Background: an optimization exercise with open tools, aiming at small area, a short achievable clock period and few clock cycles. Do not read the settings as production practice.
At most, simulation tests tie the RTL to the original design; equivalence was not proved.
No functional check of the RTL was part of runs 1 to 3 and 5.
Power is estimated from default activity; no workload was simulated.

==> flow/design.v <==
module alu (
    input  logic [31:0] a,
    input  logic [31:0] b,
    input  logic        sub,
    input  logic [3:0]  tt,
    input  logic        arith,
    input  logic [1:0]  cmp,
    input  logic [3:0]  fsel,    
    output logic [31:0] result
);
    logic [32:0] s;
    assign s = {1'b0, a} + {1'b0, b ^ {32{sub}}} + {32'b0, sub};
    wire ltu = ~s[32];
    wire lt  = (a[31] ^ b[31]) ? a[31] : s[31];
    wire eq  = (a == b);
    logic cbit;
    always_comb
        case (cmp)
            2'd0: cbit = ltu;
            2'd1: cbit = lt;
            2'd2: cbit = eq;
            default: cbit = ~eq;
        endcase
    logic [31:0] lg;
    always_comb
        for (int i = 0; i < 32; i++) lg[i] = tt[{a[i], b[i]}];
    wire        dl  = b[31];
    wire [4:0]  n   = b[4:0] ^ {5{dl}};            
    wire        big = dl ? ~&b[30:5] : |b[30:5];
    wire        fill = arith & a[31] & ~dl;
    logic [31:0] ar, x, y, yr;
    logic [32:0] y33;
    always_comb
        for (int i = 0; i < 32; i++) ar[i] = a[31 - i];
    assign x = dl ? {1'b0, ar[31:1]} : a;
    assign y33 = $signed({fill, x}) >>> n;
    assign y = y33[31:0];
    always_comb
        for (int i = 0; i < 32; i++) yr[i] = y[31 - i];
    wire [31:0] sh = big ? {32{fill}} : (dl ? yr : y);
    assign result = ({32{fsel[0]}} & s[31:0])
                  | ({32{fsel[1]}} & lg)
                  | ({32{fsel[2]}} & sh)
                  | {31'b0, fsel[3] & cbit};
endmodule
module reg_file (
    input  logic        clk,
    input  logic        reset,
    input  logic [4:0]  ra,
    input  logic [4:0]  rb,
    input  logic [4:0]  wa,
    input  logic [31:0] wd,
    input  logic        we,      
    output logic [31:0] rda,
    output logic [31:0] rdb
);
    logic [31:1][31:0] regs;
    logic [31:1]       vld;
    for (genvar i = 1; i < 32; i++) begin : g_reg
        always_ff @(posedge clk)
            if (we && wa == i) regs[i] <= wd;
        always_ff @(posedge clk or posedge reset)
            if (reset) vld[i] <= 1'b0;
            else if (we && wa == i) vld[i] <= 1'b1;
    end
    wire [31:0][31:0] rr = {regs, 32'b0};
    wire [31:0]       rv = {vld, 1'b0};
    wire hit_a = we && (wa == ra);
    wire hit_b = we && (wa == rb);
    assign rda = hit_a ? wd : (rr[ra] & {32{rv[ra]}});
    assign rdb = hit_b ? wd : (rr[rb] & {32{rv[rb]}});
endmodule
module cpu(
    input  logic        clk,
    input  logic        reset,
    output logic [12:0] imem_addr,
    input  logic [31:0] imem_rdata,
    output logic [16:0] dmem_addr,
    output logic        dmem_we,
    output logic [31:0] dmem_wdata,
    input  logic [31:0] dmem_rdata,
    output logic        halted
);
    localparam logic [4:0] ADD = 5'd0, SUB = 5'd1, AND = 5'd2, OR = 5'd3, XOR = 5'd4,
        SLOG = 5'd5, SARI = 5'd6, ILTU = 5'd7, ILT = 5'd8, EQ = 5'd9, NEQ = 5'd10,
        ADDI = 5'd11, ANDI = 5'd12, ORI = 5'd13, XORI = 5'd14, SLOGI = 5'd15, SARII = 5'd16,
        ILTUI = 5'd17, ILTI = 5'd18, EQI = 5'd19, NEQI = 5'd20, LW = 5'd21, SW = 5'd22,
        BT = 5'd23, BF = 5'd24, JAL = 5'd25, JALR = 5'd26, LI = 5'd27, LUI = 5'd28,
        AUIPC = 5'd29, ECALL = 5'd30, EBREAK = 5'd31;
    logic [12:0] pc;                  
    logic        d_valid;
    logic [31:0] d_ir;
    logic [12:0] d_pc;
    logic [4:0]  d_rb;                
    logic        d_ldok;              
    logic        e_wr;                
    logic        e_br;                
    logic        e_pt;                
    logic        e_bf;                
    logic [12:0] e_alt;               
    logic [4:0]  e_rd;
    logic        e_ld;
    logic        e_fa, e_fb;          
    logic [31:0] e_a, e_b;
    logic        e_sub, e_arith;
    logic [3:0]  e_tt;
    logic [1:0]  e_cmp;
    logic [3:0]  e_fsel;
    logic        w_wr;
    logic [4:0]  w_rd;
    logic [31:0] w_res;
    logic [16:0] ma;
    logic        mwe;
    logic [31:0] mwd;
    logic        halt_r;
    assign imem_addr  = pc;
    assign dmem_addr  = ma;
    assign dmem_we    = mwe;
    assign dmem_wdata = mwd;
    assign halted     = halt_r;
    localparam logic [4:0] R_LAST = NEQ;
    wire [4:0] f_rb = (imem_rdata[4:0] <= R_LAST) ? imem_rdata[19:15] : imem_rdata[9:5];
    wire [4:0]  op   = d_ir[4:0];
    wire [4:0]  rd   = d_ir[9:5];
    wire [4:0]  ra   = d_ir[14:10];
    wire [16:0] imm  = d_ir[31:15];
    wire rtype  = op <= R_LAST;
    wire is_sw  = op == SW;
    wire is_lw  = op == LW;
    wire is_bt  = op == BT;
    wire is_br  = op == BT || op == BF;
    wire is_jal = op == JAL;
    wire is_jr  = op == JALR;
    wire is_eb  = op == EBREAK;
    wire uses_a = op <= NEQI || is_br || is_jr || op == AUIPC || op == ECALL;
    wire writes = op <= LW || (op >= JAL && op <= ECALL);
    wire simm_op = op == ADDI || op == SLOGI || op == SARII || op == ILTI;
    logic [31:0] rda, rdb;
    reg_file rf (
        .clk(clk), .reset(reset),
        .ra(ra), .rb(d_rb),
        .wa(w_rd), .wd(w_res), .we(w_wr),
        .rda(rda), .rdb(rdb)
    );
    wire hz_a = e_wr && e_rd == ra;      
    wire hz_b = e_wr && e_rd == d_rb;    
    wire flush = e_br && (((|w_res) ^ e_bf) ^ e_pt);
    wire neg     = imm[16];
    wire cond_d  = (rda == 32'b0) ^ is_bt;
    wire br_tk   = is_br && (hz_a ? neg : cond_d);
    wire [12:0] tgt_pc = d_pc + imm[12:0];
    wire [12:0] tgt_jr = rda[12:0] + imm[12:0];
    wire [12:0] tgt    = is_jr ? tgt_jr : tgt_pc;
    wire stall = d_valid && (is_eb || (is_jr && hz_a) || (is_sw && hz_b) || (is_lw && !d_ldok));
    wire redir = d_valid && (is_jal || (is_jr && !hz_a) || br_tk);
    wire adv   = d_valid && !stall && !flush;
    logic [31:0] bval;
    always_comb begin
        if (rtype)                    bval = rdb;
        else if (op == LUI)           bval = {imm[14:0], 17'b0};
        else if (is_jal || is_jr)     bval = {19'b0, pc};           
        else if (simm_op)             bval = {{15{imm[16]}}, imm};
        else                          bval = {15'b0, imm};
    end
    logic       c_sub, c_arith;
    logic [3:0] c_tt;
    logic [1:0] c_cmp;
    logic [3:0] c_fsel;
    always_comb begin
        c_sub = 1'b0; c_arith = 1'b0; c_tt = 4'b1010; c_cmp = 2'd0; c_fsel = 4'b0010;
        case (op)
            ADD, ADDI:        c_fsel = 4'b0001;
            SUB:              begin c_fsel = 4'b0001; c_sub = 1'b1; end
            AND, ANDI:        c_tt = 4'b1000;
            OR, ORI:          c_tt = 4'b1110;
            XOR, XORI:        c_tt = 4'b0110;
            SLOG, SLOGI:      c_fsel = 4'b0100;
            SARI, SARII:      begin c_fsel = 4'b0100; c_arith = 1'b1; end
            ILTU, ILTUI:      begin c_fsel = 4'b1000; c_sub = 1'b1; c_cmp = 2'd0; end
            ILT, ILTI:        begin c_fsel = 4'b1000; c_sub = 1'b1; c_cmp = 2'd1; end
            EQ, EQI:          begin c_fsel = 4'b1000; c_cmp = 2'd2; end
            NEQ, NEQI:        begin c_fsel = 4'b1000; c_cmp = 2'd3; end
            LW:               c_fsel = 4'b0000;
            AUIPC, ECALL:     c_tt = 4'b1100;
            default:          c_tt = 4'b1010;    
        endcase
    end
    always_ff @(posedge clk or posedge reset) begin
        if (reset) begin
            pc      <= 13'd0;
            d_valid <= 1'b0;
        end else if (flush) begin
            pc      <= e_alt;
            d_valid <= 1'b0;
        end else if (!stall) begin
            pc      <= redir ? tgt : pc + 13'd1;
            d_valid <= !redir;
        end
    end
    always_ff @(posedge clk) begin
        if (!stall) begin
            d_ir <= imem_rdata;
            d_pc <= pc;
            d_rb <= f_rb;
        end
    end
    wire sel_d = d_valid && (is_sw || (is_lw && !d_ldok));
    always_ff @(posedge clk) begin
        ma     <= sel_d ? imm : imem_rdata[31:15];
        d_ldok <= !sel_d || (d_valid && is_lw);
        mwd    <= rdb;
    end
    always_ff @(posedge clk or posedge reset) begin
        if (reset) begin
            e_wr   <= 1'b0;
            e_br   <= 1'b0;
            mwe    <= 1'b0;
            halt_r <= 1'b0;
        end else begin
            e_wr   <= adv && writes && rd != 5'd0;
            e_br   <= adv && is_br && hz_a;
            mwe    <= adv && is_sw;
            halt_r <= halt_r || (d_valid && is_eb && !flush);
        end
    end
    always_ff @(posedge clk) begin
        e_pt    <= neg;
        e_bf    <= !is_bt;
        e_alt   <= neg ? pc : tgt_pc;
        e_rd    <= rd;
        e_ld    <= is_lw;
        e_fa    <= uses_a && hz_a;
        e_fb    <= rtype && hz_b;
        e_a     <= rda;
        e_b     <= bval;
        e_sub   <= c_sub;
        e_arith <= c_arith;
        e_tt    <= c_tt;
        e_cmp   <= c_cmp;
        e_fsel  <= c_fsel;
    end
    wire [31:0] xa = e_fa ? w_res : e_a;
    wire [31:0] xb = e_fb ? w_res : e_b;
    logic [31:0] alu_res;
    alu alu_i (
        .a(xa), .b(xb), .sub(e_sub), .tt(e_tt), .arith(e_arith), .cmp(e_cmp),
        .fsel(e_fsel), .result(alu_res)
    );
    always_ff @(posedge clk or posedge reset) begin
        if (reset) w_wr <= 1'b0;
        else       w_wr <= e_wr;
    end
    always_ff @(posedge clk) begin
        w_rd  <= e_rd;
        w_res <= e_ld ? dmem_rdata : alu_res;
    end
endmodule
==> flow/run.sh <==
#!/bin/bash
# synth_recipe.tcl (not shown) runs the flow's synth.tcl, then flattens the netlist and writes it again
# the make line also repeats each setting of config.mk as NAME=value (left out here)
make -C /OpenROAD-flow-scripts/flow DESIGN_CONFIG=/design/flow/config.mk WORK_HOME=/design/flow/orfs CLKGATE_MAP_FILE= SYNTH_SCRIPT=/design/flow/synth_recipe.tcl finish
==> flow/config.mk <==
export PLATFORM = sky130hd
export DESIGN_NAME = cpu
export DESIGN_NICKNAME = cpu
export VERILOG_FILES = /design/flow/design.v
export SDC_FILE = /design/flow/constraint.sdc
export NUM_CORES = 4
export LEC_CHECK = 0
export CAP_MARGIN = 20
export CORE_MARGIN = 2
export CORE_UTILIZATION = 30
export PLACE_DENSITY = 0.5
export SLEW_MARGIN = 20
==> flow/constraint.sdc <==
create_clock -name core_clock -period 14.0 [get_ports {clk}]
set_input_delay 2.8000 -clock core_clock [delete_from_list [all_inputs] [get_ports {clk}]]
set_output_delay 2.8000 -clock core_clock [all_outputs]
set_load 0.01 [all_outputs]
==> summary.md, run 1 <==
| Metric | Value |
|---|---|
| Most common library cell in the layout ignoring fill and taps | edfxtp_1 |
| Resized Gates After CTS | 0 |
| Post-route minimum period | 6.93 ns |
| Final nets | 4579 |
| Slew HR | 0.195 |
| Via count | 43.4k |
| Pre-antenna DRT Iters | 9 |
| Initial DRC count | 6081 |
| WL per Instance | 32.9 um |
| Largest family of logic cells by synthesized area | multiplexers |
| FP Rows | 170 |
| Mapped Cells | 4317 |
| Clk buf depth | 3 |
| Clk_skew | 0.0412 ns |
| Residual DRC | 0 |
| CTS H-Tree Depth | 4 |
| Initial Util | 0.301 |
| Clock slew seen by the registers of the worst setup and hold paths | 0.06 ns |
| Initial antenna violation count | 18 |
| CTS tree | done |
| Peak supply drop | 0.138 mV |
| Register area share after synthesis | 0.562 |
| Final hold vios | 0 |
| Max Fanout on Critical Path | 108 |
| Chip width | 468 um |
| Area contributors post-synth | edfxtp_1 (48%), mux4_2 (18%), dfxtp_1 (5.7%) |
| Post-DP HPWL | 149000 um |
| Cell taking the most area after synthesis | edfxtp_1 |
| PortBufs | 129 |
| Root buffer selected by CTS | clkbuf_16 |
| Total negative slack | 0 ns |
| Final setup fails | 0 |
| Yosys warnings | 3 |
| Setup crit start kind | flip-flop |
| Critical path required time | 14.64 ns |
| Fmax achieved | 144 MHz |
| Max_cap viols | 0 |
| Final worst-path cycle share | 0.495 |
| Synth Area in XOR/XNOR | 0.0179 |
| Dpl cell area | 69700 um^2 |
| I/O pin count | 130 |
| Vias in the first global route | 42.5k |
| Final Non-Filler Cells | 7414 |
| GRT Overall Usage | 0.219 |
| #FFs+latches synth | 1277 |
| Die area | 219000 um^2 |
| Syn Area/Cell | 14.9 um^2 |
| Hold WC Path Type | reg -> reg |
| Mux share of post-synthesis cell area | 0.245 |
| Dominant synthesized flop cell | edfxtp_1 |
| Worst Setup End Kind | flip-flop |
| Yosys cell types | 86 |
| Static Leakage | 24.9 nW |
| Critical path class | reg -> reg |
| Core Region | 214000 um^2 |
| Post-Syn Area | 64500 um^2 |
| Grt total ovfl | 0 |
| Worst Path Arrival | 7.57 ns |
| CTS Buf Count | 145 |
| Syn-to-layout area delta | 15.4% |
| Adder-cell share of the synthesized area | 0.0128 |
| RSZ-0062 raised after global routing | no |
| Largest net degree at the start of global routing | 128 |
| Measured slew at the worst slew-check pin | 1.20 ns |
| Pins Over Slew Limit | 0 |
| WL final | 244000 um |
| Most frequent cells in the layout | edfxtp_1 (1042), mux4_2 (510), nand2_1 (265), mux2i_1 (258), o21ai_0 (189) |
| Total clock sinks | 1277 |
| Post-synthesis simple-gate area fraction | 0.0543 |
| Design area | 74500 um^2 |
| DR vias/cell | 5.86 |
| Routed Antenna Nets | 0 |
| Die height | 468 um |
| Clock Latency Late Sink | 0.83 ns |
| Power per cell area | 160 nW/um^2 |
| Global-route wire length before repair | 339000 um |
| Post-CTS setup buffers | 0 |
| Gpl congestion | 0.895 |
| Compound-cell area share of the yosys netlist | 0.0837 |
| # placed instances | 7140 |
| Post-synth ARST share | 0.0392 |
| Synth top area share | 0.485 |
| Status | finished clean |
| CTS Hold Bufs | 0 |
| Post-synth EDFFs | 1042 |
| Layout cells sized above 1 | 0.255 |
## layout make-up
| cell class | count | area (um^2) |
|---|---|---|
| clock buffers | 177 | 3830 |
| repair buffers | 297 | 2640 |
| well taps | 2838 | 3550 |
| fillers | 20400 | 140000 |
| diodes | 7 | 17.5 |
| flip-flops and latches | 1277 | 36300 |
| inverters | 57 | 214 |
| multi-input cells | 2671 | 27000 |
| clock inverters | 90 | 963 |
## flip-flops by register name, summed over array words and instances, names as in the netlist, 13 cells and up
| name | cells |
|---|---|
| ma | 17 |
| e_b | 32 |
| pc | 13 |
| w_res | 32 |
| rf.vld | 31 |
| e_a | 32 |
| d_ir | 32 |
| rf.regs | 992 |
| d_pc | 13 |
| e_alt | 13 |
| mwd | 32 |
## path summary, 6_finish.rpt
path | start | endpoint | slack, ns | cells past startpoint
hold / removal | d_ir[5]$_DFFE_PN_ | e_rd[0]$_DFF_P_ | 0.37 | 0
max in group asynchronous | reset | rf.vld[21]$_DFFE_PP0P_ | 10.86 | 3
min in group asynchronous | reset | rf.vld[3]$_DFFE_PP0P_ | 2.57 | 3
setup reg to reg | d_ir[10]$_DFFE_PN_ | pc[2]$_DFFE_PP0P_ | 7.07 | 14
hold reg to reg | d_ir[5]$_DFFE_PN_ | e_rd[0]$_DFF_P_ | 0.37 | 0
setup / recovery | d_ir[10]$_DFFE_PN_ | pc[2]$_DFFE_PP0P_ | 7.07 | 14
## layer usage
metal  track usage  part of all wire  wire, um  vias to the layer above
met5             0           0.00011        28                        -
met4        0.0834             0.040      9820                        4
met3        0.0426             0.084     20400                      421
met2         0.337              0.46    111000                     2198
met1         0.303              0.42    102000                    23100
li1              -                 -         -                    17800
## power breakdown
group	internal [mW]	switching, mW	leakage [nW]
sequential	4.58	0.248	11.7
combinational	1.22	2.02	10.8
clock	2.17	1.68	2.34
## kinds of logic after synthesis
family                   count (synthesis)
buffers and inverters                  369
XOR/XNOR                               130
AO/OA/AOI/OAI                          801
flip-flops                            1277
AND/OR/NAND/NOR                        756
multiplexers                           920
adder cells (fa/ha/maj)                 64
## synthesized netlist by cell type, drive strengths merged (25+ instances only)
cell type and number:
a21oi 154, a221oi 46, a22o 68, a22oi 57
buf 119, clkbuf 193, dfrtp 50, dfxtp 185
edfxtp 1042, ha 61, inv 56, mux2 150
mux2i 260, mux4 510, nand2 266, nand3 81
nor2 188, nor3 33, nor4 25, o21ai 195
o22ai 42, or2 41, xnor2 91, xor2 38
## critical path, stage by stage, from the launching register on
cell and delay [ns]:
edfxtp_1 0.46, buf_12 0.57, buf_12 0.65, buf_4 0.63, mux4_2 0.58, a22oi_1 0.22, a21oi_1 0.12, a31o_2 0.29
nor4_1 0.31, o2111ai_1 0.29, nor4_2 0.81, o311a_2 0.31, nand2_1 0.53, a2111oi_1 0.58, a311oi_1 0.09
## per-stage QoR
stage	setup slack [ns]	power (mW)	util	hold WS, ns
2_1_floorplan	9.23	6.71	-	0.346
3_3_place_gp	7.12	8.08	0.325	0.367
3_5_place_dp	7.04	8.08	0.325	0.355
4_1_cts	6.99	11.9	0.348	0.373
5_1_grt	6.65	12.3	0.348	0.379
6_report	7.07	11.9	0.348	0.375
==> inputs of run 2 (changes only) <==
--- a/flow/design.v
+++ b/flow/design.v
@@ -11,3 +11,3 @@
     logic [32:0] s;
-    assign s = {1'b0, a} + {1'b0, b ^ {32{sub}}} + {32'b0, sub};
+    ks_add #(.W(32)) add_i (.a(a), .b(b ^ {32{sub}}), .ci(sub), .s(s[31:0]), .co(s[32]));
     wire ltu = ~s[32];
@@ -45,2 +45,30 @@
 endmodule
+module ks_add #(parameter int W = 13) (
+    input  logic [W-1:0] a,
+    input  logic [W-1:0] b,
+    input  logic         ci,
+    output logic [W-1:0] s,
+    output logic         co
+);
+    localparam int L = $clog2(W + 1);
+    logic [W:0] g [0:L];
+    logic [W:0] p [0:L];
+    assign g[0][0] = ci;
+    assign p[0][0] = 1'b0;
+    assign g[0][W:1] = a & b;
+    assign p[0][W:1] = a ^ b;
+    for (genvar k = 0; k < L; k++) begin : g_lvl
+        for (genvar i = 0; i <= W; i++) begin : g_bit
+            if (i >= (1 << k)) begin : g_op
+                assign g[k+1][i] = g[k][i] | (p[k][i] & g[k][i - (1 << k)]);
+                assign p[k+1][i] = p[k][i] & p[k][i - (1 << k)];
+            end else begin : g_pass
+                assign g[k+1][i] = g[k][i];
+                assign p[k+1][i] = p[k][i];
+            end
+        end
+    end
+    assign s  = p[0][W:1] ^ g[L][W-1:0];
+    assign co = g[L][W];
+endmodule
 module reg_file (
@@ -48,7 +76,14 @@
     input  logic        reset,
-    input  logic [4:0]  ra,
+    input  logic        hold,    
+    input  logic [4:0]  ra,      
     input  logic [4:0]  rb,
-    input  logic [4:0]  wa,
+    input  logic [4:0]  fra,     
+    input  logic [4:0]  frb0,    
+    input  logic [4:0]  frb1,
+    input  logic        frb_sel,
+    input  logic        pwe,     
+    input  logic [4:0]  pwa,
+    input  logic [4:0]  wa,      
     input  logic [31:0] wd,
-    input  logic        we,      
+    input  logic        we,
     output logic [31:0] rda,
@@ -58,15 +93,36 @@
     logic [31:1]       vld;
+    logic [31:1]       sa, sb;
+    logic              ha, hb;
     for (genvar i = 1; i < 32; i++) begin : g_reg
+        wire wi = we && wa == i;
         always_ff @(posedge clk)
-            if (we && wa == i) regs[i] <= wd;
+            if (wi) regs[i] <= wd;
         always_ff @(posedge clk or posedge reset)
             if (reset) vld[i] <= 1'b0;
-            else if (we && wa == i) vld[i] <= 1'b1;
-    end
-    wire [31:0][31:0] rr = {regs, 32'b0};
-    wire [31:0]       rv = {vld, 1'b0};
-    wire hit_a = we && (wa == ra);
-    wire hit_b = we && (wa == rb);
-    assign rda = hit_a ? wd : (rr[ra] & {32{rv[ra]}});
-    assign rdb = hit_b ? wd : (rr[rb] & {32{rv[rb]}});
+            else if (wi) vld[i] <= 1'b1;
+        wire ra_i = ra == i, fra_i = fra == i;
+        wire rb_i = rb == i, fb0_i = frb0 == i, fb1_i = frb1 == i;
+        wire fb_i = frb_sel ? fb0_i : fb1_i;
+        always_ff @(posedge clk) begin
+            sa[i] <= (hold ? ra_i : fra_i) && (vld[i] || wi);
+            sb[i] <= (hold ? rb_i : fb_i) && (vld[i] || wi);
+        end
+    end
+    wire ha_d = pwe && pwa == ra, ha_f = pwe && pwa == fra;
+    wire hb_d = pwe && pwa == rb, hb_0 = pwe && pwa == frb0, hb_1 = pwe && pwa == frb1;
+    always_ff @(posedge clk) begin
+        ha <= hold ? ha_d : ha_f;
+        hb <= hold ? hb_d : (frb_sel ? hb_0 : hb_1);
+    end
+    logic [31:0] ora, orb;
+    always_comb begin
+        ora = 32'b0;
+        orb = 32'b0;
+        for (int i = 1; i < 32; i++) begin
+            ora = ora | (regs[i] & {32{sa[i]}});
+            orb = orb | (regs[i] & {32{sb[i]}});
+        end
+    end
+    assign rda = ha ? wd : ora;
+    assign rdb = hb ? wd : orb;
 endmodule
@@ -93,2 +149,3 @@
     logic [12:0] d_pc;
+    logic [12:0] d_link;              
     logic [4:0]  d_rb;                
@@ -121,3 +178,9 @@
     localparam logic [4:0] R_LAST = NEQ;
-    wire [4:0] f_rb = (imem_rdata[4:0] <= R_LAST) ? imem_rdata[19:15] : imem_rdata[9:5];
+    wire       f_rtype = imem_rdata[4:0] <= R_LAST;
+    wire [4:0] f_rb = f_rtype ? imem_rdata[19:15] : imem_rdata[9:5];
+    wire [4:0]  f_op   = imem_rdata[4:0];
+    wire        f_jump = f_op == JAL || ((f_op == BT || f_op == BF) && imem_rdata[31]);
+    logic [12:0] f_tgt;
+    ks_add #(.W(13)) add_f (.a(pc), .b(imem_rdata[27:15]), .ci(1'b0), .s(f_tgt), .co());
+    wire [12:0] pc_inc = pc + 13'd1;
     wire [4:0]  op   = d_ir[4:0];
@@ -140,3 +203,6 @@
         .clk(clk), .reset(reset),
-        .ra(ra), .rb(d_rb),
+        .hold(stall), .ra(ra), .rb(d_rb),
+        .fra(imem_rdata[14:10]), .frb0(imem_rdata[19:15]), .frb1(imem_rdata[9:5]),
+        .frb_sel(f_rtype),
+        .pwe(e_wr), .pwa(e_rd),
         .wa(w_rd), .wd(w_res), .we(w_wr),
@@ -149,8 +215,9 @@
     wire cond_d  = (rda == 32'b0) ^ is_bt;
-    wire br_tk   = is_br && (hz_a ? neg : cond_d);
-    wire [12:0] tgt_pc = d_pc + imm[12:0];
-    wire [12:0] tgt_jr = rda[12:0] + imm[12:0];
-    wire [12:0] tgt    = is_jr ? tgt_jr : tgt_pc;
+    wire br_fix  = is_br && !hz_a && (cond_d ^ neg);
+    logic [12:0] tgt_pc, tgt_jr;
+    ks_add #(.W(13)) add_p (.a(d_pc), .b(imm[12:0]), .ci(1'b0), .s(tgt_pc), .co());
+    ks_add #(.W(13)) add_j (.a(rda[12:0]), .b(imm[12:0]), .ci(1'b0), .s(tgt_jr), .co());
+    wire [12:0] tgt    = is_jr ? tgt_jr : (neg ? d_link : tgt_pc);
     wire stall = d_valid && (is_eb || (is_jr && hz_a) || (is_sw && hz_b) || (is_lw && !d_ldok));
-    wire redir = d_valid && (is_jal || (is_jr && !hz_a) || br_tk);
+    wire redir = d_valid && ((is_jr && !hz_a) || br_fix);
     wire adv   = d_valid && !stall && !flush;
@@ -160,3 +227,3 @@
         else if (op == LUI)           bval = {imm[14:0], 17'b0};
-        else if (is_jal || is_jr)     bval = {19'b0, pc};           
+        else if (is_jal || is_jr)     bval = {19'b0, d_link};
         else if (simm_op)             bval = {{15{imm[16]}}, imm};
@@ -195,3 +262,3 @@
         end else if (!stall) begin
-            pc      <= redir ? tgt : pc + 13'd1;
+            pc      <= redir ? tgt : (f_jump ? f_tgt : pc_inc);
             d_valid <= !redir;
@@ -203,2 +270,3 @@
             d_pc <= pc;
+            d_link <= pc_inc;
             d_rb <= f_rb;
@@ -228,3 +296,3 @@
         e_bf    <= !is_bt;
-        e_alt   <= neg ? pc : tgt_pc;
+        e_alt   <= neg ? d_link : tgt_pc;
         e_rd    <= rd;
==> flow/flow/run.sh (new file) <==
#!/bin/bash
# Standard layout, with timing repair told to aim for a setup slack margin well above
# the design's (the clock period and constraints stay the design's). Each step's log
# is kept in this folder.
set -euo pipefail
MARGIN=${MARGIN:-10.5}
bash standard.sh synth > synth.log 2>&1
bash standard.sh SETUP_SLACK_MARGIN=$MARGIN finish > layout.log 2>&1
==> flow/standard.sh (new file) <==
#!/bin/bash
# synth_recipe.tcl (not shown) runs the flow's synth.tcl, then flattens the netlist and writes it again
# the make line also repeats each setting of config.mk as NAME=value (left out here)
make -C /OpenROAD-flow-scripts/flow DESIGN_CONFIG=/design/flow/config.mk WORK_HOME=/design/flow/orfs CLKGATE_MAP_FILE= SYNTH_SCRIPT=/design/flow/synth_recipe.tcl "${@:-finish}"
--- a/flow/config.mk
+++ b/flow/config.mk
@@ -7,6 +7,7 @@
 export LEC_CHECK = 0
+export ABC_CLOCK_PERIOD_IN_PS = 3500
 export CAP_MARGIN = 20
 export CORE_MARGIN = 2
-export CORE_UTILIZATION = 30
-export PLACE_DENSITY = 0.5
+export CORE_UTILIZATION = 45
+export PLACE_DENSITY = 0.6
 export SLEW_MARGIN = 20
removed: flow/run.sh
==> run 2 against run 1 <==
Combinational power rose by 8.6%. Area after synthesis down 3.1%. Synthesized cell count rose by 13%. Critical endpoint is now pc[12]$_DFFE_PP0P_. Largest cell class unchanged.
==> summary.md, run 2 <==
| Metric | Value |
|---|---|
| Synth Area in XOR/XNOR | 0.0206 |
| FP Rows | 136 |
| Power per cell area | 161 nW/um^2 |
| Clock Power Share | 0.312 |
| CTS Hold Bufs | 0 |
| Vias in the first global route | 51.7k |
| CTS tree | done |
| Design area | 77800 um^2 |
| Fmax achieved | 238 MHz |
| Die height | 377 um |
| Switching pwr | 4.20 mW |
| Routed Antenna Nets | 0 |
| Reg2Reg Setup Slack | 9.81 ns |
| RSZ-0062 raised after global routing | yes |
| Gpl congestion | 0.989 |
| Mux share of post-synthesis cell area | 0.0510 |
| Root buffer selected by CTS | clkbuf_16 |
| Measured slew at the worst slew-check pin | 1.34 ns |
| Clock slew seen by the registers of the worst setup and hold paths | 0.06 ns |
| CTS Buf Count | 143 |
| Worst min-delay path endpoint | e_rd[2]$_DFF_P_ |
| Register area | 38200 um^2 |
| Layout cells sized above 1 | 0.254 |
| Syn Area/Cell | 12.8 um^2 |
| Comb power frac | 0.280 |
| Via count | 56.5k |
| Final setup fails | 0 |
| Global-route wire length before repair | 420000 um |
| # placed instances | 6690 |
| Largest net degree at the start of global routing | 62 |
| Total negative slack | 0 ns |
| Final nets | 5476 |
| GRT Overall Usage | 0.430 |
| Post-synth ARST share | 0.0369 |
| Clk_skew | 0.0646 ns |
| Pre-antenna DRT Iters | 9 |
| Peak supply drop | 0.119 mV |
| DR vias/cell | 7.77 |
| Most common library cell in the layout ignoring fill and taps | edfxtp_1 |
| Dpl cell area | 66600 um^2 |
| Cell taking the most area after synthesis | edfxtp_1 |
| Adder-cell share of the synthesized area | 0.0158 |
| Post-synthesis simple-gate area fraction | 0.0726 |
| Hold Path Depth | 0 |
| Clk buf depth | 3 |
| #FFs+latches synth | 1354 |
| Pins Over Slew Limit | 0 |
| Static Leakage | 27.0 nW |
| Synth top area share | 0.507 |
| Status | finished clean |
| Final worst-path cycle share | 0.300 |
| Worst Setup End Kind | flip-flop |
| Critical path class | in -> reg |
| Internal | 8.35 mW |
| WL per Instance | 43.4 um |
| Setup crit start kind | input pin |
| Largest family of logic cells by synthesized area | compound AO/OA/AOI/OAI gates |
| Fin util | 0.565 |
| WL final | 316000 um |
| Sw Share | 0.334 |
| Clock Latency Late Sink | 0.84 ns |
| Crit path cell chain | buf_8 -> ha_4 -> inv_2 -> fa_2 -> nor2b_4 -> o21ai_2 -> a21oi_2 -> nor4_4 -> o31ai_4 -> o41ai_4 -> xnor2_1 -> a21oi_1 -> mux2i_1 -> a221oi_1 |
| Compound-cell area share of the yosys netlist | 0.201 |
| Reg2Reg Launch Point | rf.ha$_DFF_P_ |
| Largest register by flop count | rf.regs |
| Final Non-Filler Cells | 7270 |
| Reg2Reg Depth | 17 |
| Yosys warnings | 9 |
| Max_cap viols | 0 |
| PortBufs | 129 |
| Max reg flops | 992 |
| Dominant synthesized flop cell | edfxtp_1 |
| Yosys cell types | 95 |
| CTS H-Tree Depth | 4 |
| Initial DRC count | 12.5k |
| Post-synth EDFFs | 1055 |
| Grt total ovfl | 0 |
| Most frequent cells in the layout | edfxtp_1 (1055), a22o_1 (331), buf_4 (329), a22oi_1 (327), a221oi_1 (295) |
| Critical path required time | 14.70 ns |
| Hold_sp | d_ir[7]$_DFFE_PN_ |
| Initial Util | 0.454 |
| Initial antenna violation count | 19 |
| Seq pwr share | 0.407 |
| Area of the multi-input gates | 25800 um^2 |
| Register area share after synthesis | 0.606 |
| Most instantiated cells after synthesis | edfxtp_1 (1055), a221oi_1 (338), a22o_1 (331) |
| CP max stage cell | fa_2 |
| Hold Slack | 0.369 ns |
| Core Region | 138000 um^2 |
| Post-DP HPWL | 177000 um |
| I/O pin count | 130 |
| Chip width | 377 um |
| Mapped Cells | 4897 |
| Die area | 142000 um^2 |
| Syn-to-layout area delta | 24.4% |
| Post-route minimum period | 4.20 ns |
| Total clock sinks | 1354 |
| Slew HR | 0.105 |
| Area contributors post-synth | edfxtp_1 (51%), dfxtp_1 (8.0%), a221oi_1 (4.7%) |
| Max Fanout on Critical Path | 2 |
| Residual DRC | 0 |
| Worst reg2reg endpoint | pc[12]$_DFFE_PP0P_ |
| Post-Syn Area | 62500 um^2 |
| Slowest stage delay, CP | 0.37 ns |
| Worst Path Arrival | 4.91 ns |
| Final hold vios | 0 |
| Filler cells | 10.9k |
| Most frequent cell after synthesis | edfxtp_1 |
| Hold WC Path Type | reg -> reg |
-- run 2: changes by cell type in the layout (fill, tap and decap cells not counted), sizes merged, moves of 60 or more --
cell,before,now
nand4,23,150
mux4,510,19
a21oi,154,214
dfxtp,185,249
clkdlybuf4s50,129,48
nor3,33,131
a22o,68,331
inv,63,149
a22oi,57,330
mux2,150,64
buf,168,538
a221oi,46,344
-- run 2: layout make-up --
type | count | share of cell area
Inverter | 137 | 0.00732
Antenna cell | 20 | 0.000644
Sequential cell | 1354 | 0.491
Clock inverter | 82 | 0.0120
Timing Repair inverter | 2 | 0.000290
Multi-Input combinational cell | 3095 | 0.332
Timing Repair Buffer | 600 | 0.0794
Tap cell | 1794 | 0.0289
Clock buffer | 186 | 0.0491
-- run 2: cells by family after synthesis --
logic type               count (synthesis)
AND/OR/NAND/NOR                        923
multiplexers                           285
flip-flops                            1354
AO/OA/AOI/OAI                         1660
adder cells (fa/ha/maj)                 77
XOR/XNOR                               143
buffers and inverters                  455
-- run 2: timing repair --
action                                  4_1_cts  5_1_grt
pin swaps                                   105      116
gates resized for setup                     892      243
setup buffers                               186       89
gates cloned                                 15        2
endpoints found under the setup margin      232      165
-- run 2: worst max-delay path by stage --
| stage | from | end | depth (start not counted) |
|---|---|---|---|
| 2_1_floorplan | imem_rdata[15] | pc[12]$_DFFE_PP0P_ | 13 |
| 6_report | imem_rdata[15] | pc[12]$_DFFE_PP0P_ | 14 |
| 5_1_grt | rf.sa[21]$_DFF_P_ | pc[12]$_DFFE_PP0P_ | 17 |
| 3_3_place_gp | imem_rdata[15] | pc[12]$_DFFE_PP0P_ | 14 |
| 3_5_place_dp | imem_rdata[15] | pc[12]$_DFFE_PP0P_ | 14 |
| 4_1_cts | pc[9]$_DFFE_PP0P_ | imem_addr[9] | 1 |
-- run 2: worst max-delay path: cells and delay by family --
family                     cells  cell delay, ns
xor gates and xnor gates       1            0.14
buffers and inverters          2            0.12
adders and majority gates      2            0.49
AOI/OAI and AO/OA              6            1.05
and+or+nand+nor                2            0.21
muxes                          1            0.09
-- run 2: power by group through the flow --
stage | registers [mW] | clock network (mW) | logic (mW)
final | 5.11 | 3.91 | 3.52
after global routing | 5.12 | 4.06 | 3.63
after CTS | 5.08 | 3.90 | 3.14
after detailed placement | 5.17 | 0 | 2.74
after global placement | 5.16 | 0 | 2.74
after floorplan | 5.12 | 0 | 1.59
-- run 2: stage by stage --
step                      setup slack, ns  power, mW
after detailed placement             8.15       7.90
after global routing                 9.65       12.8
final                                9.80       12.5
after floorplan                      9.20       6.72
after CTS                            9.74       12.1
after global placement               8.04       7.90
-- run 2: metal layers --
metal	global-route usage	wire length, um
met1	0.548	109000
met2	0.577	122000
met3	0.208	56600
met4	0.273	27900
met5	0.0120	296
==> inputs of run 3 (changes only) <==
--- a/flow/design.v
+++ b/flow/design.v
@@ -3,2 +3,3 @@
     input  logic [31:0] b,
+    input  logic [4:0]  sa,
     input  logic        sub,
@@ -8,2 +9,4 @@
     input  logic [3:0]  fsel,    
+    input  logic        ld,
+    input  logic [31:0] ldata,
     output logic [31:0] result
@@ -26,16 +29,12 @@
         for (int i = 0; i < 32; i++) lg[i] = tt[{a[i], b[i]}];
-    wire        dl  = b[31];
-    wire [4:0]  n   = b[4:0] ^ {5{dl}};            
-    wire        big = dl ? ~&b[30:5] : |b[30:5];
-    wire        fill = arith & a[31] & ~dl;
-    logic [31:0] ar, x, y, yr;
-    logic [32:0] y33;
-    always_comb
-        for (int i = 0; i < 32; i++) ar[i] = a[31 - i];
-    assign x = dl ? {1'b0, ar[31:1]} : a;
-    assign y33 = $signed({fill, x}) >>> n;
-    assign y = y33[31:0];
-    always_comb
-        for (int i = 0; i < 32; i++) yr[i] = y[31 - i];
-    wire [31:0] sh = big ? {32{fill}} : (dl ? yr : y);
+    wire         dl   = b[31];
+    wire         big  = dl ? ~&b[30:5] : |b[30:5];
+    wire         fill = arith & a[31] & ~dl;
+    wire [63:0]  v    = dl ? {a, 32'b0} : {{32{fill}}, a};
+    wire [47:0]  t16  = sa[4] ? v[63:16]  : v[47:0];
+    wire [39:0]  t8   = sa[3] ? t16[47:8] : t16[39:0];
+    wire [35:0]  t4   = sa[2] ? t8[39:4]  : t8[35:0];
+    wire [33:0]  t2   = sa[1] ? t4[35:2]  : t4[33:0];
+    wire [31:0]  t1   = sa[0] ? t2[33:1]  : t2[31:0];
+    wire [31:0]  sh   = big ? {32{fill}} : t1;
     assign result = ({32{fsel[0]}} & s[31:0])
@@ -43,3 +42,4 @@
                   | ({32{fsel[2]}} & sh)
-                  | {31'b0, fsel[3] & cbit};
+                  | {31'b0, fsel[3] & cbit}
+                  | ({32{ld}} & ldata);
 endmodule
@@ -105,5 +105,6 @@
         wire fb_i = frb_sel ? fb0_i : fb1_i;
+        wire nw_i = !(pwe && pwa == i);
         always_ff @(posedge clk) begin
-            sa[i] <= (hold ? ra_i : fra_i) && (vld[i] || wi);
-            sb[i] <= (hold ? rb_i : fb_i) && (vld[i] || wi);
+            sa[i] <= (hold ? ra_i : fra_i) && (vld[i] || wi) && nw_i;
+            sb[i] <= (hold ? rb_i : fb_i) && (vld[i] || wi) && nw_i;
         end
@@ -125,4 +126,4 @@
     end
-    assign rda = ha ? wd : ora;
-    assign rdb = hb ? wd : orb;
+    assign rda = ora | (wd & {32{ha}});
+    assign rdb = orb | (wd & {32{hb}});
 endmodule
@@ -149,3 +150,2 @@
     logic [12:0] d_pc;
-    logic [12:0] d_link;              
     logic [4:0]  d_rb;                
@@ -159,4 +159,4 @@
     logic        e_ld;
-    logic        e_fa, e_fb;          
     logic [31:0] e_a, e_b;
+    logic [4:0]  e_sa;                
     logic        e_sub, e_arith;
@@ -172,3 +172,4 @@
     logic        halt_r;
-    assign imem_addr  = pc;
+    logic [12:0] pc_o;
+    assign imem_addr  = pc_o;
     assign dmem_addr  = ma;
@@ -200,3 +201,7 @@
     wire simm_op = op == ADDI || op == SLOGI || op == SARII || op == ILTI;
+    wire is_sh   = op == SLOG || op == SARI || op == SLOGI || op == SARII;
     logic [31:0] rda, rdb;
+    logic [31:0] res;                 
+    assign res = alu_res;
+    logic [31:0] alu_res;
     reg_file rf (
@@ -214,4 +219,11 @@
     wire neg     = imm[16];
-    wire cond_d  = (rda == 32'b0) ^ is_bt;
-    wire br_fix  = is_br && !hz_a && (cond_d ^ neg);
+    wire [12:0] d_link = d_pc + 13'd1;
+    wire [31:0] zb = e_b ^ {32{e_sub}};
+    wire [31:0] zp = e_a ^ zb;
+    wire [31:0] zk = {e_a[30:0] | zb[30:0], e_sub};
+    wire zero_e  = &(zp ~^ zk);
+    wire hz_br   = hz_a && !e_fsel[0];   
+    wire zero_a  = hz_a ? zero_e : (rda == 32'b0);
+    wire cond_d  = zero_a ^ is_bt;
+    wire br_fix  = is_br && !hz_br && (cond_d ^ neg);
     logic [12:0] tgt_pc, tgt_jr;
@@ -220,3 +232,3 @@
     wire [12:0] tgt    = is_jr ? tgt_jr : (neg ? d_link : tgt_pc);
-    wire stall = d_valid && (is_eb || (is_jr && hz_a) || (is_sw && hz_b) || (is_lw && !d_ldok));
+    wire stall = d_valid && (is_eb || (is_jr && hz_a) || (is_lw && !d_ldok));
     wire redir = d_valid && ((is_jr && !hz_a) || br_fix);
@@ -267,2 +279,7 @@
     always_ff @(posedge clk) begin
+        if (reset)       pc_o <= 13'd0;
+        else if (flush)  pc_o <= e_alt;
+        else if (!stall) pc_o <= redir ? tgt : (f_jump ? f_tgt : pc_inc);
+    end
+    always_ff @(posedge clk) begin
         if (!stall) begin
@@ -270,3 +287,2 @@
             d_pc <= pc;
-            d_link <= pc_inc;
             d_rb <= f_rb;
@@ -278,3 +294,3 @@
         d_ldok <= !sel_d || (d_valid && is_lw);
-        mwd    <= rdb;
+        mwd    <= hz_b ? res : rdb;
     end
@@ -288,3 +304,3 @@
             e_wr   <= adv && writes && rd != 5'd0;
-            e_br   <= adv && is_br && hz_a;
+            e_br   <= adv && is_br && hz_br;
             mwe    <= adv && is_sw;
@@ -299,6 +315,5 @@
         e_ld    <= is_lw;
-        e_fa    <= uses_a && hz_a;
-        e_fb    <= rtype && hz_b;
-        e_a     <= rda;
-        e_b     <= bval;
+        e_a     <= (uses_a && hz_a) ? res : rda;
+        e_b     <= (rtype && hz_b) ? res : bval;
+        e_sa    <= is_sh ? ((rtype && hz_b) ? res[4:0] : bval[4:0]) : 5'b0;
         e_sub   <= c_sub;
@@ -309,7 +324,4 @@
     end
-    wire [31:0] xa = e_fa ? w_res : e_a;
-    wire [31:0] xb = e_fb ? w_res : e_b;
-    logic [31:0] alu_res;
     alu alu_i (
-        .a(xa), .b(xb), .sub(e_sub), .tt(e_tt), .arith(e_arith), .cmp(e_cmp),
+        .a(e_a), .b(e_b), .sa(e_sa), .ld(e_ld), .ldata(dmem_rdata), .sub(e_sub), .tt(e_tt), .arith(e_arith), .cmp(e_cmp),
         .fsel(e_fsel), .result(alu_res)
@@ -322,3 +334,3 @@
         w_rd  <= e_rd;
-        w_res <= e_ld ? dmem_rdata : alu_res;
+        w_res <= res;
     end
--- a/flow/flow/run.sh
+++ b/flow/flow/run.sh
@@ -5,3 +5,3 @@
 set -euo pipefail
-MARGIN=${MARGIN:-10.5}
+MARGIN=${MARGIN:-9.8}
 bash standard.sh synth > synth.log 2>&1
--- a/flow/config.mk
+++ b/flow/config.mk
@@ -7,7 +7,8 @@
 export LEC_CHECK = 0
-export ABC_CLOCK_PERIOD_IN_PS = 3500
 export CAP_MARGIN = 20
 export CORE_MARGIN = 2
-export CORE_UTILIZATION = 45
-export PLACE_DENSITY = 0.6
+export CORE_UTILIZATION = 40
+export CTS_BUF_LIST = sky130_fd_sc_hd__clkbuf_4 sky130_fd_sc_hd__clkbuf_8 sky130_fd_sc_hd__clkbuf_16
+export PLACE_DENSITY = 0.55
 export SLEW_MARGIN = 20
+export SYNTH_HIERARCHICAL = 1
==> run 3 against run 2 <==
Combinational power down 14%. Final area down 2.3%. Still clean on timing, DRC and antenna. Critical path type unchanged. Critical path depth down 8. Fmax down 0.73%. Cell count up 5.2%.
==> summary.md, run 3 <==
| Metric | Value |
|---|---|
| Pre-antenna DRT Iters | 15 |
| Final worst-path cycle share | 0.302 |
| Clk_skew | 0.0403 ns |
| Slew HR | 0.209 |
| Initial Util | 0.402 |
| Final nets | 5528 |
| Setup crit start kind | input pin |
| Initial antenna violation count | 16 |
| CTS tree | done |
| Static Leakage | 25.7 nW |
| Largest register by flop count | rf.regs |
| Most common library cell in the layout ignoring fill and taps | edfxtp_1 |
| Peak supply drop | 0.113 mV |
| FP Rows | 147 |
| Clock Latency Late Sink | 0.82 ns |
| DR vias/cell | 7.42 |
| Residual DRC | 0 |
| PortBufs | 129 |
| Global-route wire length before repair | 431000 um |
| Syn-to-layout area delta | 17.8% |
| Root buffer selected by CTS | clkbuf_16 |
| Via count | 56.7k |
| Total clock sinks | 1357 |
| Clock slew seen by the registers of the worst setup and hold paths | 0.06 ns |
| CTS Buf Count | 147 |
| Yosys warnings | 18 |
| Core Region | 160000 um^2 |
| Final setup fails | 0 |
| Clk buf depth | 3 |
| WL per Instance | 42.3 um |
| Max Fanout on Critical Path | 3 |
| Gpl congestion | 0.999 |
| CTS Hold Bufs | 0 |
| GRT Overall Usage | 0.379 |
| Syn Area/Cell | 12.6 um^2 |
| CP max stage cell | a222oi_1 |
| Slowest stage delay, CP | 0.80 ns |
| Final Non-Filler Cells | 7648 |
| CTS H-Tree Depth | 4 |
| Post-DP HPWL | 188000 um |
| Total power | 12.2 mW |
| Hold WC Path Type | reg -> reg |
| Largest net degree at the start of global routing | 66 |
| RSZ-0062 raised after global routing | yes |
| Max reg flops | 992 |
| I/O pin count | 130 |
| Filler cells | 14.4k |
| Final worst slack | 9.77 ns |
| Vias in the first global route | 52.6k |
| Most frequent cells in the layout | edfxtp_1 (1042), a22oi_1 (1041), nand4_1 (302), buf_4 (223), nand2_1 (162) |
| Die height | 406 um |
| Final hold vios | 0 |
| Worst path top cell family by delay | compound AO/OA/AOI/OAI gates |
| Worst Setup End Kind | flip-flop |
| Chip width | 406 um |
| Post-Syn Area | 64500 um^2 |
| Layout cells sized above 1 | 0.214 |
| WL final | 324000 um |
| Worst Path Arrival | 4.91 ns |
| Design area | 76000 um^2 |
| Die area | 164000 um^2 |
| WP buf/inv | 1 |
| Pins Over Slew Limit | 0 |
| Crit path cell chain | clkdlybuf4s50_1 -> a222oi_1 -> o21ai_1 -> mux2_4 -> nor2_1 -> a21oi_1 |
| Grt total ovfl | 0 |
| Total negative slack | 0 ns |
| Initial DRC count | 12.4k |
| Worst slack, placed | 8.30 ns |
| Routed Antenna Nets | 0 |
| Mapped Cells | 5125 |
| Area of the multi-input gates | 26100 um^2 |
| Measured slew at the worst slew-check pin | 1.19 ns |
| Post-route minimum period | 4.23 ns |
| Fmax achieved | 236 MHz |
| Max_cap viols | 0 |
| Dpl cell area | 69100 um^2 |
| Register area | 38000 um^2 |
| Status | finished clean |
| Power per cell area | 161 nW/um^2 |
| Critical path required time | 14.68 ns |
| # placed instances | 7271 |
| Critical path class | in -> reg |
| Reg2Reg Setup Slack | 9.77 ns |
==> run 3: cell count changes in the layout (fill, tap and decap cells not counted), moves of 42 or more <==
cell,change
a22oi_1,+714
buf_4,-106
ha_1,+48
o21ai_0,-61
mux2i_1,-105
nand3_1,-57
nand4_1,+152
inv_1,-45
a221oi_1,-285
a221oi_2,-42
xor2_1,+65
mux2_2,+66
a22o_1,-324
buf_6,-70
==> run 3: metal layers <==
layer / global-route usage / part of all wire / up-vias
li1: - / - / 21500
met1: 0.459 / 0.34 / 27700
met2: 0.554 / 0.42 / 5766
met3: 0.157 / 0.15 / 1778
met4: 0.252 / 0.088 / 18
met5: 0 / 0.00054 / -
==> run 3: path summary, 6_finish.rpt <==
path	start	end	cells past startpoint
worst max-delay path	dmem_rdata[17]	e_b[17]$_DFF_P_	6
worst min-delay path	d_ir[8]$_DFFE_PN_	e_rd[3]$_DFF_P_	0
worst max register to register	rf.sa[8]$_DFF_P_	pc[1]$_DFFE_PP0P_	14
worst min register to register	d_ir[8]$_DFFE_PN_	e_rd[3]$_DFF_P_	0
max in group asynchronous	reset	halt_r$_DFF_PP0_	2
min in group asynchronous	reset	w_wr$_DFF_PP0_	2
==> run 3: final cells by class <==
| class | count | share of cell area |
|---|---|---|
| flip-flops and latches | 1357 | 0.501 |
| multi-input cells | 3352 | 0.343 |
| clock buffers | 195 | 0.0540 |
| repair buffers | 414 | 0.0509 |
| well taps | 2160 | 0.0356 |
| clock inverters | 81 | 0.0113 |
| inverters | 76 | 0.00380 |
| diodes | 13 | 0.000428 |
==> run 3: timing repair <==
action                                  4_1_cts  5_1_grt
pin swaps                                    31       45
endpoints found under the setup margin      260      140
gates resized for setup                     376      190
cloned                                        2        4
setup buffers                                36       46
==> run 3: per-stage QoR <==
step | hold WS [ns] | utilization
5_1_grt | 0.375 | 0.474
6_report | 0.366 | 0.474
3_5_place_dp | 0.355 | 0.431
3_3_place_gp | 0.356 | 0.431
4_1_cts | 0.368 | 0.466
2_1_floorplan | 0.349 | -
==> run 3: power breakdown <==
group / switching, mW / internal (mW)
sequential: 0.360 / 4.79
combinational: 1.91 / 1.12
clock: 1.76 / 2.30
==> inputs of run 4 (changes only) <==
--- a/flow/design.v
+++ b/flow/design.v
@@ -52,3 +52,4 @@
 );
-    localparam int L = $clog2(W + 1);
+    localparam int L = (W + 1 <= 2) ? 1 : (W + 1 <= 4) ? 2 : (W + 1 <= 8) ? 3 :
+                       (W + 1 <= 16) ? 4 : (W + 1 <= 32) ? 5 : 6;    
     logic [W:0] g [0:L];
@@ -150,9 +151,4 @@
     logic [12:0] d_pc;
-    logic [4:0]  d_rb;                
     logic        d_ldok;              
     logic        e_wr;                
-    logic        e_br;                
-    logic        e_pt;                
-    logic        e_bf;                
-    logic [12:0] e_alt;               
     logic [4:0]  e_rd;
@@ -180,3 +176,2 @@
     wire       f_rtype = imem_rdata[4:0] <= R_LAST;
-    wire [4:0] f_rb = f_rtype ? imem_rdata[19:15] : imem_rdata[9:5];
     wire [4:0]  f_op   = imem_rdata[4:0];
@@ -216,4 +211,4 @@
     wire hz_a = e_wr && e_rd == ra;      
+    wire [4:0] d_rb = rtype ? d_ir[19:15] : rd;    
     wire hz_b = e_wr && e_rd == d_rb;    
-    wire flush = e_br && (((|w_res) ^ e_bf) ^ e_pt);
     wire neg     = imm[16];
@@ -232,5 +227,5 @@
     wire [12:0] tgt    = is_jr ? tgt_jr : (neg ? d_link : tgt_pc);
-    wire stall = d_valid && (is_eb || (is_jr && hz_a) || (is_lw && !d_ldok));
+    wire stall = d_valid && (is_eb || (is_jr && hz_a) || (is_br && hz_br) || (is_lw && !d_ldok));
     wire redir = d_valid && ((is_jr && !hz_a) || br_fix);
-    wire adv   = d_valid && !stall && !flush;
+    wire adv   = d_valid && !stall;
     logic [31:0] bval;
@@ -270,5 +265,2 @@
             d_valid <= 1'b0;
-        end else if (flush) begin
-            pc      <= e_alt;
-            d_valid <= 1'b0;
         end else if (!stall) begin
@@ -280,3 +272,2 @@
         if (reset)       pc_o <= 13'd0;
-        else if (flush)  pc_o <= e_alt;
         else if (!stall) pc_o <= redir ? tgt : (f_jump ? f_tgt : pc_inc);
@@ -287,3 +278,2 @@
             d_pc <= pc;
-            d_rb <= f_rb;
         end
@@ -299,3 +289,2 @@
             e_wr   <= 1'b0;
-            e_br   <= 1'b0;
             mwe    <= 1'b0;
@@ -304,5 +293,4 @@
             e_wr   <= adv && writes && rd != 5'd0;
-            e_br   <= adv && is_br && hz_br;
             mwe    <= adv && is_sw;
-            halt_r <= halt_r || (d_valid && is_eb && !flush);
+            halt_r <= halt_r || (d_valid && is_eb);
         end
@@ -310,5 +298,2 @@
     always_ff @(posedge clk) begin
-        e_pt    <= neg;
-        e_bf    <= !is_bt;
-        e_alt   <= neg ? d_link : tgt_pc;
         e_rd    <= rd;
==> run 4 against run 3 <==
Sequential share of layout area decreased by 0.49 points. Combinational power increased by 2%. Power up 0.68%. Flip-flop and latch count is 21 lower. Non-clock buffer count decreased by 9. Global-route usage rose by 0.25 points. Setup slack worse by 0.023 ns. Clock skew down 0.00084 ns. Hold slack improved by 0.033 ns. Count of clock-buffer cells in the layout is 16 lower. Cell count shrank 1.5%. Critical path type unchanged.
==> summary.md, run 4 <==
| Metric | Value |
|---|---|
| Die area | 164000 um^2 |
| Hold WC Path Type | reg -> reg |
| Worst path top cell family by delay | compound AO/OA/AOI/OAI gates |
| CTS Buf Count | 145 |
| Register area | 37500 um^2 |
| I/O pin count | 130 |
| Measured slew at the worst slew-check pin | 1.23 ns |
| Initial DRC count | 12.3k |
| Final nets | 5506 |
| WL final | 324000 um |
| PortBufs | 129 |
| Largest net degree at the start of global routing | 66 |
| Initial antenna violation count | 24 |
| Setup crit start kind | input pin |
| Largest register by flop count | rf.regs |
| Reg2Reg Depth | 13 |
| Grt total ovfl | 0 |
| Total power | 12.3 mW |
| Post-route minimum period | 4.26 ns |
| Syn-to-layout area delta | 18.0% |
| Power per cell area | 163 nW/um^2 |
| Final hold vios | 0 |
| Hold Path Depth | 0 |
| Static Leakage | 25.4 nW |
| Final setup fails | 0 |
| CTS H-Tree Depth | 4 |
| WL met3 | 51600 um |
| Max reg flops | 992 |
| Fmax achieved | 235 MHz |
| Yosys warnings | 18 |
| Highest routed layer | met5 |
| Global-route wire length before repair | 434000 um |
| FP Rows | 146 |
| WL met2 | 134000 um |
| Via count | 56.6k |
| Die height | 404 um |
| RSZ-0062 raised after global routing | yes |
| Met1 Routed Length | 110000 um |
| Most frequent cells in the layout | edfxtp_1 (1037), a22oi_1 (1032), nand4_1 (308), buf_4 (221), nand2_1 (159) |
| Peak supply drop | 0.111 mV |
| Vias in the first global route | 53.1k |
| Chip width | 404 um |
| Clock Latency Late Sink | 0.83 ns |
| DR vias/cell | 7.52 |
| Mapped Cells | 5111 |
| Critical path required time | 14.68 ns |
| Max_cap viols | 0 |
| Residual DRC | 0 |
| Final worst-path cycle share | 0.304 |
| Area of the multi-input gates | 26500 um^2 |
| Slew HR | 0.182 |
| Worst Path Arrival | 4.94 ns |
| Worst Setup End Kind | flip-flop |
| Total negative slack | 0 ns |
| Gpl congestion | 1.01 |
| WL per Instance | 43.0 um |
| Routed Antenna Nets | 0 |
| Clk buf depth | 3 |
| Crit path cell chain | clkdlybuf4s50_1 -> a222oi_1 -> o31ai_1 -> mux2_2 -> a221o_1 |
| Critical path class | in -> reg |
| Slowest stage delay, CP | 0.65 ns |
| Post-Syn Area | 64100 um^2 |
| Clock slew seen by the registers of the worst setup and hold paths | 0.06 ns |
| Max Fanout on Critical Path | 3 |
| Post-DP HPWL | 185000 um |
| CP max stage cell | a222oi_1 |
| Status | finished clean |
| Layout cells sized above 1 | 0.211 |
| Total clock sinks | 1336 |
| Pins Over Slew Limit | 0 |
| Filler cells | 14.0k |
| CTS tree | done |
| Most common library cell in the layout ignoring fill and taps | edfxtp_1 |
| Crit path depth | 5 |
| Core Region | 159000 um^2 |
| Pre-antenna DRT Iters | 12 |
| GRT Overall Usage | 0.382 |
| WP buf/inv | 1 |
| Syn Area/Cell | 12.5 um^2 |
| Initial Util | 0.404 |
| Clk_skew | 0.0394 ns |
| Root buffer selected by CTS | clkbuf_16 |
-- run 4: through the flow --
stage	instances	area, um^2	utilization	hold slack [ns]	setup slack, ns
2_1_floorplan	5121	64300	-	0.365	9.44
3_3_place_gp	7168	68500	0.432	0.388	8.05
3_5_place_dp	7168	68500	0.432	0.387	8.19
4_1_cts	7467	74500	0.469	0.396	9.77
5_1_grt	7527	75700	0.477	0.412	9.63
6_report	7530	75700	0.477	0.399	9.74
-- run 4: repair_timing --
item / in CTS / in global routing
cloned: 2 / 5
hold buffers: 0 / 0
pin swaps: 27 / 42
buffers inserted: 26 / 49
endpoints found under the setup margin: 277 / 131
resized for setup: 401 / 187
-- run 4: path summary, 6_finish.rpt --
path                                    from                     to  slack, ns
setup / recovery              dmem_rdata[12]        e_b[12]$_DFF_P_       9.74
hold / removal             d_ir[9]$_DFFE_PN_        e_rd[4]$_DFF_P_       0.40
setup reg to reg            rf.sa[4]$_DFF_P_   pc_o[9]$_SDFFE_PP0N_       9.75
hold reg to reg            d_ir[9]$_DFFE_PN_        e_rd[4]$_DFF_P_       0.40
max in group asynchronous              reset     pc[10]$_DFFE_PP0N_      10.60
min in group asynchronous              reset  rf.vld[9]$_DFFE_PP0P_       2.68
-- run 4: metal layers --
| layer | vias to the layer above | global-route usage |
|---|---|---|
| met2 | 6079 | 0.557 |
| met1 | 27200 | 0.461 |
| met3 | 1871 | 0.163 |
| li1 | 21400 | - |
| met4 | 20 | 0.244 |
| met5 | - | 0.0122 |
-- run 4: power by group --
part | internal, mW | switching [mW] | leakage, nW
Combinational | 1.15 | 1.95 | 10.7
Sequential | 4.72 | 0.425 | 12.2
Clock | 2.38 | 1.71 | 2.52
Total | 8.24 | 4.09 | 25.4
-- run 4: area by class of cell --
type / instances / share of cell area
Clock buffer: 179 / 0.0529
Multi-Input combinational cell: 3363 / 0.350
Antenna cell: 9 / 0.000298
Inverter: 74 / 0.00375
Tap cell: 2072 / 0.0343
Clock inverter: 92 / 0.0141
Timing Repair Buffer: 405 / 0.0490
Sequential cell: 1336 / 0.496
Testbench counts of run 4, summed over its fixed seeds: cycles 49,418.
==> inputs of run 5 (changes only) <==
--- a/flow/design.v
+++ b/flow/design.v
@@ -302,3 +302,3 @@
         e_b     <= (rtype && hz_b) ? res : bval;
-        e_sa    <= is_sh ? ((rtype && hz_b) ? res[4:0] : bval[4:0]) : 5'b0;
+        e_sa    <= (rtype && hz_b) ? res[4:0] : (is_sh ? bval[4:0] : 5'b0);
         e_sub   <= c_sub;
--- a/flow/config.mk
+++ b/flow/config.mk
@@ -10,3 +10,4 @@
 export CORE_UTILIZATION = 40
-export CTS_BUF_LIST = sky130_fd_sc_hd__clkbuf_4 sky130_fd_sc_hd__clkbuf_8 sky130_fd_sc_hd__clkbuf_16
+export CTS_CLUSTER_DIAMETER = 150
+export CTS_CLUSTER_SIZE = 20
 export PLACE_DENSITY = 0.55
==> run 5 against run 4 <==
Still clean. Non-clock buffer count is 66 lower. Core utilization is 2.4 points lower. Cell count is 0.44% lower. Final area is 4.0% lower. Sequential share of layout area is 2.1 points higher. Fmax is 1.2% higher. Combinational power is 2% lower. Global-route usage is 0.71 points lower. Critical endpoint is now pc_o[12]$_SDFFE_PP0N_. Largest cell class unchanged. Largest power group unchanged.
==> summary.md, run 5 <==
| Metric | Value |
|---|---|
| Status | finished clean |
| Mapped Cells | 5206 |
| Worst Path Arrival | 4.88 ns |
| Pins Over Slew Limit | 0 |
| GRT Overall Usage | 0.375 |
| Core Region | 161000 um^2 |
| CTS Buf Count | 77 |
| Total power | 10.6 mW |
| GR peak layer | met2 |
| CTS tree | done |
| Die area | 165000 um^2 |
| Final hold vios | 0 |
| Critical path required time | 14.68 ns |
| Chip width | 406 um |
| Initial antenna violation count | 13 |
| Global-route wire length before repair | 428000 um |
| M3 GR Usage | 0.143 |
| CTS H-Tree Depth | 3 |
| Via count | 56.1k |
| Die height | 406 um |
| Power per cell area | 146 nW/um^2 |
| DR vias/cell | 7.48 |
| PortBufs | 129 |
| Hold Path Depth | 0 |
| Residual DRC | 0 |
| FP Rows | 147 |
| Yosys warnings | 18 |
| Clk_skew | 0.0566 ns |
| Hold WC Path Type | reg -> reg |
| Gpl congestion | 1.00 |
| Max_cap viols | 0 |
| Largest register by flop count | rf.regs |
| Static Leakage | 23.6 nW |
| Reg2Reg Launch Point | rf.sa[31]$_DFF_P_ |
| Setup crit start kind | flip-flop |
| Max reg flops | 992 |
| WL final | 319000 um |
| Vias in the first global route | 51.8k |
| Root buffer selected by CTS | clkbuf_16 |
| Syn-to-layout area delta | 12.3% |
| Worst Setup End Kind | flip-flop |
| Total clock sinks | 1336 |
| Peak supply drop | 0.104 mV |
| Clk buf depth | 3 |
| Most common library cell in the layout ignoring fill and taps | a22oi_1 |
| Total negative slack | 0 ns |
| Initial Util | 0.403 |
| Routing usage on met2 | 0.541 |
| Clock Latency Late Sink | 0.75 ns |
| Routed Antenna Nets | 0 |
| Initial DRC count | 11.4k |
| Post-DP HPWL | 178000 um |
| Final nets | 5444 |
| RSZ-0062 raised after global routing | yes |
| Most frequent cells in the layout | a22oi_1 (1047), edfxtp_1 (1037), nand4_1 (300), nand2_1 (169), buf_4 (168) |
| Final worst-path cycle share | 0.300 |
| Layout cells sized above 1 | 0.162 |
| Largest net degree at the start of global routing | 68 |
| Fmax achieved | 238 MHz |
| Crit path from | rf.sa[31]$_DFF_P_ |
| Slew HR | 0.138 |
| Final setup fails | 0 |
| Reg2Reg Depth | 14 |
| Syn Area/Cell | 12.4 um^2 |
| Post-Syn Area | 64700 um^2 |
| WL per Instance | 42.6 um |
| Hold_sp | d_ir[6]$_DFFE_PN_ |
| Max Fanout on Critical Path | 24 |
| Critical path class | reg -> reg |
| Fin util | 0.453 |
| Clock slew seen by the registers of the worst setup and hold paths | 0.09 ns |
| Measured slew at the worst slew-check pin | 1.29 ns |
| Post-route minimum period | 4.21 ns |
| Met1 GRT Util | 0.472 |
| I/O pin count | 130 |
| Grt total ovfl | 0 |
| Pre-antenna DRT Iters | 13 |
[run 5: layer usage]
metal  wire length, um  vias to the layer above
li1                  -                    21500
met1            111000                    27700
met2            132000                     5434
met3             49400                     1558
met4             26100                        6
met5                38                        -
[run 5: layout make-up]
class | instances | area [um^2]
Fill cell | 14500 | 87900
Sequential cell | 1336 | 37600
Multi-Input combinational cell | 3432 | 26600
Timing Repair Buffer | 339 | 3160
Tap cell | 2160 | 2700
Clock buffer | 130 | 2150
Inverter | 76 | 297
Clock inverter | 7 | 131
Antenna cell | 16 | 40.0
Timing Repair inverter | 1 | 5.00
[run 5: worst max-delay path, cell delays in order, from the launching register on]
cell and delay (ns):
dfxtp_2 0.47, buf_6 0.33, a22oi_1 0.22, nand4_1 0.13, or4_4 0.61, ha_2 0.38, a21o_1 0.22, a21o_1 0.19
a211o_1 0.30, and2_0 0.17, a311oi_2 0.34, a21oi_1 0.12, and3_1 0.27, o31a_1 0.24, o2bb2ai_1 0.13
[run 5: power by group]
| group | total [mW] | internal, mW | switching (mW) |
|---|---|---|---|
| clock network | 2.45 | 1.07 | 1.38 |
| logic | 3.05 | 1.14 | 1.91 |
| registers | 5.14 | 4.71 | 0.433 |
| total | 10.6 | 6.91 | 3.73 |
[run 5: path summary, 6_finish.rpt]
kind	to	slack (ns)
min reg2reg	e_rd[1]$_DFF_P_	0.42
min in group asynchronous	d_valid$_DFFE_PP0N_	2.70
max reg2reg	pc_o[12]$_SDFFE_PP0N_	9.79
max	pc_o[12]$_SDFFE_PP0N_	9.79
min	e_rd[1]$_DFF_P_	0.42
max in group asynchronous	rf.vld[19]$_DFFE_PP0P_	10.93
[run 5: what timing repair did]
action | 4_1_cts | 5_1_grt
endpoints found under the setup margin | 214 | 141
pin swaps | 9 | 36
buffers inserted | 11 | 29
hold buffers | 0 | 0
gates cloned | 2 | 1
hold endpoints to repair | 0 | 0
gates resized for setup | 239 | 202
[run 5: stage by stage]
stage / setup WS, ns / std cells / hold slack, ns / cell area [um^2]
5_1_grt: 9.71 / 7482 / 0.439 / 72600
2_1_floorplan: 9.58 / 5216 / 0.357 / 64900
4_1_cts: 9.70 / 7451 / 0.420 / 71700
3_3_place_gp: 8.69 / 7301 / 0.413 / 68900
6_report: 9.79 / 7497 / 0.420 / 72700
3_5_place_dp: 8.73 / 7301 / 0.398 / 68900

==> what the ideal ports hide <==
No port has a modelled driver above. Below, the same layouts with a new extraction and two added sets of constraints.
Step 1, drivers: a clkbuf_16 drives clk and a buf_2 each remaining input, both assumed.
Step 2 moves the port delays by t, midway between the first and last clock arrival at a register: inputs arrive t later, outputs are due t later. That takes back most of the time a late clock gives input paths.
a / b / c = no drivers / after step 1 / after step 2; a / b = the first two.
run | t (ns) | slack for setup (ns) | worst register clock-pin slew, ns | worst data-port slew with drivers (ns)
run 1 | 0.891 | 7.072 / 7.072 / 7.072 | 0.07 / 0.07 | 0.10
run 2 | 0.881 | 9.796 / 9.720 / 8.944 | 0.07 / 0.07 | 0.06
run 3 | 0.893 | 9.766 / 9.748 / 8.934 | 0.07 / 0.07 | 0.10
run 4 | 0.879 | 9.742 / 9.745 / 8.921 | 0.08 / 0.08 | 0.09
run 5 | 0.807 | 9.794 / 9.725 / 9.023 | 0.10 / 0.10 | 0.10
After both steps every run listed still meets setup and hold. The setup slack of run 2, which loses most, moves by -0.076 ns with the drivers and by -0.852 ns with both steps.
